Source: an optimization exercise on an open RTL-to-GDS flow (aim: small area, a short achievable clock period and few clock cycles). Production flows keep margins and buffers that such runs may drop.
Where RTL was checked, it was by simulation tests only, not by an equivalence proof against the original.
Power and IR drop assume default switching activity.

==> run M: inputs <==
==> flow/design.v <==
module Stack (clk, hold, up, dn, top_in, top, second);
    input clk;
    input hold, up, dn;           
    input [7:0] top_in;           
    output [7:0] top, second;
    reg [7:0] s [0:31];
    always @(posedge clk)
        s[0] <= top_in;
    genvar i;
    generate
        for (i = 1; i < 32; i = i + 1) begin : g
            always @(posedge clk)
                s[i] <= ~(({8{hold}} & ~s[i]) | ({8{up}} & ~s[i-1]) | ({8{dn}} & ~s[(i+1) % 32]));
        end
    endgenerate
    assign top = s[0];
    assign second = s[1];
endmodule
module MIPS_Stack(input clk, rst,
	output [4:0] mem_addr,
	output [7:0] mem_wdata,
	output mem_write,
	input [7:0] mem_rdata);
	reg [4:0] addr;      
	reg [4:0] ret;       
	reg r_add, r_sub, r_and, r_not;
	reg r_pushm;         
	reg r_pushf;         
	reg r_pop;           
	reg r_up, r_dn, r_hold;  
	reg [7:0] wout;      
	reg z;               
	reg [7:0] wdata;     
	reg [4:0] waddr;     
	reg       wvalid;    
	wire [7:0] T, N;
	wire fa = ~r_pushm & ~r_pop;
	wire [2:0] op = mem_rdata[7:5];
	wire [4:0] x  = mem_rdata[4:0];
	wire hit = wvalid & (x == waddr);
	wire hold = r_hold & ~r_not;
	wire [7:0] sum  = N + T;
	wire [7:0] diff = N - T;
	wire [7:0] top_in = ({8{r_pushm}} & mem_rdata) |
	                    ({8{r_pushf}} & wdata) |
	                    ({8{r_pop}}   & N) |
	                    ({8{r_add}}   & sum) |
	                    ({8{r_sub}}   & diff) |
	                    ({8{r_and}}   & (N & T)) |
	                    ({8{r_not}}   & ~T) |
	                    ({8{hold}}    & T);
	wire [7:0] nt_or = N | T;
	wire z_sum = ~|(N ^ T ^ {nt_or[6:0], 1'b0});
	wire z_next = (r_pushm & ~|mem_rdata) |
	              (r_pushf & ~|wdata) |
	              (r_pop   & ~|N) |
	              (r_add   & z_sum) |
	              (r_sub   & (N == T)) |
	              (r_and   & ~|(N & T)) |
	              (r_not   & (&T)) |
	              (hold    & z);
	wire j_add   = fa & (op == 3'b000);
	wire j_sub   = fa & (op == 3'b001);
	wire j_and   = fa & (op == 3'b010);
	wire j_not   = fa & (op == 3'b011);
	wire j_pushf = fa & (op == 3'b100) & hit;
	wire j_pushm = fa & (op == 3'b100) & ~hit;
	wire j_pop   = fa & (op == 3'b101);
	wire to_x    = (op == 3'b101) | ((op == 3'b100) & ~hit) | (op == 3'b110);
	wire j_jz    = fa & (op == 3'b111);
	wire [4:0] addr_inc = addr + 5'd1;
	wire [4:0] addr_b = ~fa ? ret : (to_x ? x : addr_inc);
	wire [4:0] addr_n = (j_jz & z_next) ? x : addr_b;
	always @(posedge clk, posedge rst) begin
		if (rst) begin
			addr    <= 5'd0;
			r_add   <= 1'b0;
			r_sub   <= 1'b0;
			r_and   <= 1'b0;
			r_not   <= 1'b0;
			r_pushm <= 1'b0;
			r_pushf <= 1'b0;
			r_pop   <= 1'b0;
			r_up    <= 1'b0;
			r_dn    <= 1'b0;
			r_hold  <= 1'b1;
			wvalid  <= 1'b0;
		end else begin
			addr    <= addr_n;
			r_add   <= j_add;
			r_sub   <= j_sub;
			r_and   <= j_and;
			r_not   <= j_not;
			r_pushm <= j_pushm;
			r_pushf <= j_pushf;
			r_pop   <= j_pop;
			r_up    <= j_pushm | j_pushf;
			r_dn    <= j_pop | j_add | j_sub | j_and;
			r_hold  <= ~(j_pushm | j_pushf | j_pop | j_add | j_sub | j_and);
			if (j_pop)
				wvalid <= 1'b1;
		end
	end
	always @(posedge clk) begin
		z <= z_next;
		wout <= j_pop ? top_in : 8'h00;
		ret <= addr_inc;     
		if (j_pop) begin
			wdata <= top_in;
			waddr <= x;
		end
	end
	Stack stack(clk, r_hold, r_up, r_dn, top_in, T, N);
	assign mem_addr  = addr;
	assign mem_write = r_pop;
	assign mem_wdata = wout;
endmodule
==> flow/run.sh <==
#!/bin/bash
# synth_recipe.tcl (not shown) runs the flow's synth.tcl, then flattens the netlist and writes it again
# the make line also repeats each setting of config.mk as NAME=value (left out here)
make -C /OpenROAD-flow-scripts/flow DESIGN_CONFIG=/design/flow/config.mk WORK_HOME=/design/flow/orfs CLKGATE_MAP_FILE= SYNTH_SCRIPT=/design/flow/synth_recipe.tcl finish
==> flow/config.mk <==
export PLATFORM = sky130hd
export DESIGN_NAME = MIPS_Stack
export DESIGN_NICKNAME = MIPS_Stack
export VERILOG_FILES = /design/flow/design.v
export SDC_FILE = /design/flow/constraint.sdc
export NUM_CORES = 4
export LEC_CHECK = 0
export ABC_CLOCK_PERIOD_IN_PS = 2300
export CAP_MARGIN = 20
export CELL_PAD_IN_SITES_DETAIL_PLACEMENT = 1
export CORE_MARGIN = 2
export CORE_UTILIZATION = 40
export CTS_CLUSTER_DIAMETER = 100
export CTS_CLUSTER_SIZE = 30
export SETUP_SLACK_MARGIN = 3.7
export SLEW_MARGIN = 20
==> flow/constraint.sdc <==
create_clock -name core_clock -period 6.0 [get_ports {clk}]
set_input_delay 1.2000 -clock core_clock [delete_from_list [all_inputs] [get_ports {clk}]]
set_output_delay 1.2000 -clock core_clock [all_outputs]
set_load 0.01 [all_outputs]
==> run D: changes against run M <==
--- a/flow/design.v
+++ b/flow/design.v
@@ -28,7 +28,6 @@
 	reg r_pushf;         
 	reg r_pop;           
 	reg r_up, r_dn, r_hold;  
-	reg [7:0] wout;      
 	reg z;               
 	reg [7:0] wdata;     
 	reg [4:0] waddr;     
@@ -103,7 +102,6 @@
 	end
 	always @(posedge clk) begin
 		z <= z_next;
-		wout <= j_pop ? top_in : 8'h00;
 		ret <= addr_inc;     
 		if (j_pop) begin
 			wdata <= top_in;
@@ -113,5 +111,5 @@
 	Stack stack(clk, r_hold, r_up, r_dn, top_in, T, N);
 	assign mem_addr  = addr;
 	assign mem_write = r_pop;
-	assign mem_wdata = wout;
+	assign mem_wdata = wdata;
 endmodule
==> comparison <==
Against run D, the synthesized cell count of run M is higher by 1.4%.
Between run D and run M, the lower non-clock buffer count is in run M (gap 10).
Between run D and run M, the lower total power is in run D (gap 1.5%, measured against run M).
Between run D and run M, the lower first-iteration DRC count is in run M (gap 5.6%, measured against run M).
In run M the final area is larger than in run D, by 0.28%.
Against run D, the sequential power of run M is higher by about 2%.
In run D the global-route usage is higher than in run M, by 0.091 points.
Between run D and run M, the lower setup slack is in run M (gap 340 ps).
In run M the sequential cell count is higher than in run D, by 8.
Function was not checked in any run of this note: the RTL went through the layout flow alone.

==> job 8482: inputs <==
MIPS_Stack, a different RTL version from the one above (not shown whole).
## MIPS_Stack
module MIPS_Stack(input clk, rst,
	output [4:0] mem_addr,
	output [7:0] mem_wdata,
	output mem_write,
	input [7:0] mem_rdata);
==> module MIPS_Stack, before the edit <==
module MIPS_Stack(input clk, rst,
	output [4:0] mem_addr,
	output [7:0] mem_wdata,
	output mem_write,
	input [7:0] mem_rdata);
	reg [4:0] addr;      
	reg [4:0] ret;       
	reg       pushc;     
	reg       popc;      
	wire fetch = ~pushc & ~popc;
	wire [2:0] op = mem_rdata[7:5];
	wire [4:0] x  = mem_rdata[4:0];
	wire [7:0] T, N;
	wire tz = ~|T;
	wire is_bin  = fetch & ~op[2] & ~(op[1] & op[0]);
	wire is_not  = fetch & (op == 3'b011);
	wire is_mem  = fetch & op[2] & ~op[1];               
	wire to_x    = op[2] & (~op[1] | ~op[0] | tz);       
	wire [4:0] addr_inc = addr + 5'd1;
	wire [4:0] addr_n = ~fetch ? ret : (to_x ? x : addr_inc);
	always @(posedge clk, posedge rst) begin
		if (rst) begin
			addr  <= 5'd0;
			pushc <= 1'b0;
			popc  <= 1'b0;
		end else begin
			addr  <= addr_n;
			pushc <= is_mem & ~op[0];
			popc  <= is_mem & op[0];
		end
	end
	always @(posedge clk)
		if (fetch)
			ret <= addr_inc;
	wire [7:0] sum  = N + T;
	wire [7:0] diff = N - T;
	wire [7:0] alu  = op[1] ? (op[0] ? ~T : (N & T)) : (op[0] ? diff : sum);
	wire up   = pushc;
	wire dn   = popc | is_bin;
	wire hold = ~up & ~dn;
	wire [7:0] top_in = pushc ? mem_rdata :
	                    popc ? N :
	                    (is_bin | is_not) ? alu : T;
	Stack stack(clk, hold, up, dn, top_in, T, N);
	assign mem_addr  = addr;
	assign mem_write = popc;
	assign mem_wdata = T;
endmodule
Settings: LEC_CHECK=0, ABC_CLOCK_PERIOD_IN_PS=1800, CAP_MARGIN=20, CORE_MARGIN=2, CORE_UTILIZATION=40, SETUP_SLACK_MARGIN=4.2, SLEW_MARGIN=20; clock period 6.0 ns.
run.sh (not shown) runs the stock make flow with config.mk's settings and CLKGATE_MAP_FILE= SYNTH_SCRIPT=/design/flow/synth_recipe.tcl, a recipe that flattens the netlist after the stock synthesis.
==> inputs of job 6193, as changes to job 8482 <==
==> flow/design.v, changed modules only <==
module MIPS_Stack(input clk, rst,
	output [4:0] mem_addr,
	output [7:0] mem_wdata,
	output mem_write,
	input [7:0] mem_rdata);
	reg [4:0] addr;      
	reg [4:0] ret;       
	reg r_add, r_sub, r_and, r_not;
	reg r_pushm;         
	reg r_pushf;         
	reg r_pop;           
	reg r_up, r_dn, r_hold;  
	reg [7:0] wout;      
	reg z;               
	reg [7:0] wdata;     
	reg [4:0] waddr;     
	reg       wvalid;    
	wire [7:0] T, N;
	wire fa = ~r_pushm & ~r_pop;
	wire [2:0] op = mem_rdata[7:5];
	wire [4:0] x  = mem_rdata[4:0];
	wire hit = wvalid & (x == waddr);
	wire hold = r_hold & ~r_not;
	wire [7:0] sum  = N + T;
	wire [7:0] diff = N - T;
	wire [7:0] top_in = ({8{r_pushm}} & mem_rdata) |
	                    ({8{r_pushf}} & wdata) |
	                    ({8{r_pop}}   & N) |
	                    ({8{r_add}}   & sum) |
	                    ({8{r_sub}}   & diff) |
	                    ({8{r_and}}   & (N & T)) |
	                    ({8{r_not}}   & ~T) |
	                    ({8{hold}}    & T);
	wire [7:0] nt_or = N | T;
	wire z_sum = ~|(N ^ T ^ {nt_or[6:0], 1'b0});
	wire z_next = (r_pushm & ~|mem_rdata) |
	              (r_pushf & ~|wdata) |
	              (r_pop   & ~|N) |
	              (r_add   & z_sum) |
	              (r_sub   & (N == T)) |
	              (r_and   & ~|(N & T)) |
	              (r_not   & (&T)) |
	              (hold    & z);
	wire j_add   = fa & (op == 3'b000);
	wire j_sub   = fa & (op == 3'b001);
	wire j_and   = fa & (op == 3'b010);
	wire j_not   = fa & (op == 3'b011);
	wire j_pushf = fa & (op == 3'b100) & hit;
	wire j_pushm = fa & (op == 3'b100) & ~hit;
	wire j_pop   = fa & (op == 3'b101);
	wire to_x    = (op == 3'b101) | ((op == 3'b100) & ~hit) | (op == 3'b110);
	wire j_jz    = fa & (op == 3'b111);
	wire [4:0] addr_inc = addr + 5'd1;
	wire [4:0] addr_b = ~fa ? ret : (to_x ? x : addr_inc);
	wire [4:0] addr_n = (j_jz & z_next) ? x : addr_b;
	always @(posedge clk, posedge rst) begin
		if (rst) begin
			addr    <= 5'd0;
			r_add   <= 1'b0;
			r_sub   <= 1'b0;
			r_and   <= 1'b0;
			r_not   <= 1'b0;
			r_pushm <= 1'b0;
			r_pushf <= 1'b0;
			r_pop   <= 1'b0;
			r_up    <= 1'b0;
			r_dn    <= 1'b0;
			r_hold  <= 1'b1;
			wvalid  <= 1'b0;
		end else begin
			addr    <= addr_n;
			r_add   <= j_add;
			r_sub   <= j_sub;
			r_and   <= j_and;
			r_not   <= j_not;
			r_pushm <= j_pushm;
			r_pushf <= j_pushf;
			r_pop   <= j_pop;
			r_up    <= j_pushm | j_pushf;
			r_dn    <= j_pop | j_add | j_sub | j_and;
			r_hold  <= ~(j_pushm | j_pushf | j_pop | j_add | j_sub | j_and);
			if (j_pop)
				wvalid <= 1'b1;
		end
	end
	always @(posedge clk) begin
		z <= z_next;
		wout <= j_pop ? top_in : 8'h00;
		if (fa)
			ret <= addr_inc;
		if (j_pop) begin
			wdata <= top_in;
			waddr <= x;
		end
	end
	Stack stack(clk, r_hold, r_up, r_dn, top_in, T, N);
	assign mem_addr  = addr;
	assign mem_write = r_pop;
	assign mem_wdata = wout;
endmodule
Settings changed: ABC_CLOCK_PERIOD_IN_PS 1800 to 2300, CTS_CLUSTER_DIAMETER set to 100, CTS_CLUSTER_SIZE set to 30, SETUP_SLACK_MARGIN 4.2 to 3.7.
==> inputs of job 6511, as changes to job 8482 <==
==> flow/design.v, changed modules only <==
module MIPS_Stack(input clk, rst,
	output [4:0] mem_addr,
	output [7:0] mem_wdata,
	output mem_write,
	input [7:0] mem_rdata);
	reg [4:0] addr;      
	reg [4:0] ret;       
	reg       pushc;     
	reg       popc;      
	reg [7:0] wdata;     
	wire fetch = ~pushc & ~popc;
	wire [2:0] op = mem_rdata[7:5];
	wire [4:0] x  = mem_rdata[4:0];
	wire [7:0] T, N;
	wire tz = ~|T;
	wire s_add  = fetch & (op == 3'b000);
	wire s_sub  = fetch & (op == 3'b001);
	wire s_and  = fetch & (op == 3'b010);
	wire s_not  = fetch & (op == 3'b011);
	wire s_hold = fetch & op[2];
	wire is_bin = fetch & ~op[2] & ~(op[1] & op[0]);
	wire is_mem = fetch & op[2] & ~op[1];               
	wire to_x   = op[2] & (~op[1] | ~op[0] | tz);       
	wire [4:0] addr_inc = addr + 5'd1;
	wire [4:0] addr_n = ~fetch ? ret : (to_x ? x : addr_inc);
	always @(posedge clk, posedge rst) begin
		if (rst) begin
			addr  <= 5'd0;
			pushc <= 1'b0;
			popc  <= 1'b0;
		end else begin
			addr  <= addr_n;
			pushc <= is_mem & ~op[0];
			popc  <= is_mem & op[0];
		end
	end
	always @(posedge clk) begin
		if (fetch)
			ret <= addr_inc;
		wdata <= T;
	end
	wire [7:0] sum  = N + T;
	wire [7:0] diff = N - T;
	wire up   = pushc;
	wire dn   = popc | is_bin;
	wire hold = ~up & ~dn;
	wire [7:0] top_in = ({8{pushc}}  & mem_rdata) |
	                    ({8{popc}}   & N) |
	                    ({8{s_add}}  & sum) |
	                    ({8{s_sub}}  & diff) |
	                    ({8{s_and}}  & (N & T)) |
	                    ({8{s_not}}  & ~T) |
	                    ({8{s_hold}} & T);
	Stack stack(clk, hold, up, dn, top_in, T, N);
	assign mem_addr  = addr;
	assign mem_write = popc;
	assign mem_wdata = wdata;
endmodule
Settings changed: ABC_CLOCK_PERIOD_IN_PS 1800 to 2000, SETUP_SLACK_MARGIN 4.2 to 4.0.
==> inputs of job 3272, as changes to job 8482 <==
Settings changed: ABC_CLOCK_PERIOD_IN_PS 1800 to 2500, SETUP_SLACK_MARGIN 4.2 to 3.5.
==> impl_results.md <==
- Commonest non-fill, non-tap cells in the layout: 504 x nor2_1, 252 x o22ai_1, 248 x dfxtp_1, 30 x clkbuf_16, 20 x nand2_1
- Tcrit/Tclk final: 42.94%
- Status: no timing/DRC/antenna violations
- Cts repair resizes: 46
- Multi-input logic area: 4487 sq um
- # Post-CTS Setup Buffers: 17
(the above is from job 3272)
==> impl_results.md <==
- Status: no timing/DRC/antenna violations
- # Post-CTS Setup Buffers: 17
- Cts repair resizes: 108
- Commonest non-fill, non-tap cells in the layout: 258 x inv_1, 258 x a21oi_1, 258 x dfxtp_1, 205 x o22ai_1, 44 x o22ai_2
- Multi-input logic area: 4360 sq um
- Tcrit/Tclk final: between 30% and 40%
(the above is from job 6511)
==> impl_results.md <==
- Clock tree buffer depth: 3
- Cts repair resizes: around 570
- Commonest non-fill, non-tap cells in the layout: 267 x nor2_1, 248 x dfxtp_1, 208 x o22ai_1, 199 x nor2_4, 43 x buf_16
- Status: no timing/DRC/antenna violations
- Count of non-CTS inverters in the layout: 14
- Simple-gate portion of the synthesized area: 20.32%
- Met3 WL post-DR: a little over 3000 microns
- Multi-input logic area: between 7000 and 8000 sq um
- Multi-input gates: 910
- # Post-CTS Setup Buffers: 62
- Tcrit/Tclk final: between 40% and 50%
(the above is from job 8482)
==> impl_results.md <==
- Status: no timing/DRC/antenna violations
- Tcrit/Tclk final: 37.92%
- Commonest non-fill, non-tap cells in the layout: 263 x inv_1, 257 x a222oi_1, 253 x dfxtp_1, 19 x ha_1, 18 x edfxtp_1
- Worst hold slack: between 0.4 and 0.5 ns
- Cts repair resizes: 85
- # Post-CTS Setup Buffers: 10
(the above is from job 6193)
Testbench counts of job 8482, summed over its fixed seeds: cycles 41,413.
Testbench counts of job 6193, summed over its fixed seeds: cycles 38,429.
Testbench counts of job 3272, summed over its fixed seeds: cycles 41,413.
The RTL of job 6511 was laid out without a check of its function.

==> static timing again, ports no longer ideal <==
Ports are ideal in the flow. The routed layouts listed here were re-timed in OpenROAD.
Step 1: set_driving_cell puts a clkbuf_16 on clk and a buf_2 on each other input, an assumption about the parent block.
Step 2, shift: input delay + t, output delay - t, t = (earliest + latest rising clock arrival at the registers) / 2. This alone moves slack from input paths to output paths.
a / b / c = no drivers / after step 1 / after step 2; a / b = the first two.
| run | t (ns) | slack for setup (ns) | worst hold slack (ns) |
|---|---|---|---|
| run M | 0.556 | 3.295 / 3.295 / 2.959 | 0.474 / 0.474 / 0.474 |
| run D | 0.532 | 3.632 / 3.583 / 3.198 | 0.482 / 0.482 / 0.482 |
| job 8482 | 0.579 | 3.454 / 3.433 / 2.853 | 0.477 / 0.477 / 0.477 |
| job 6193 | 0.532 | 3.725 / 3.677 / 3.258 | 0.472 / 0.472 / 0.472 |
| job 6511 | 0.579 | 3.662 / 3.613 / 3.408 | 0.435 / 0.435 / 0.435 |
| job 3272 | 0.570 | 3.423 / 3.423 / 2.923 | 0.457 / 0.457 / 0.457 |
After both steps every run listed still meets setup and hold. For job 8482, which loses most, drivers alone change the setup slack by -0.021 ns; drivers and shift together by -0.601 ns.
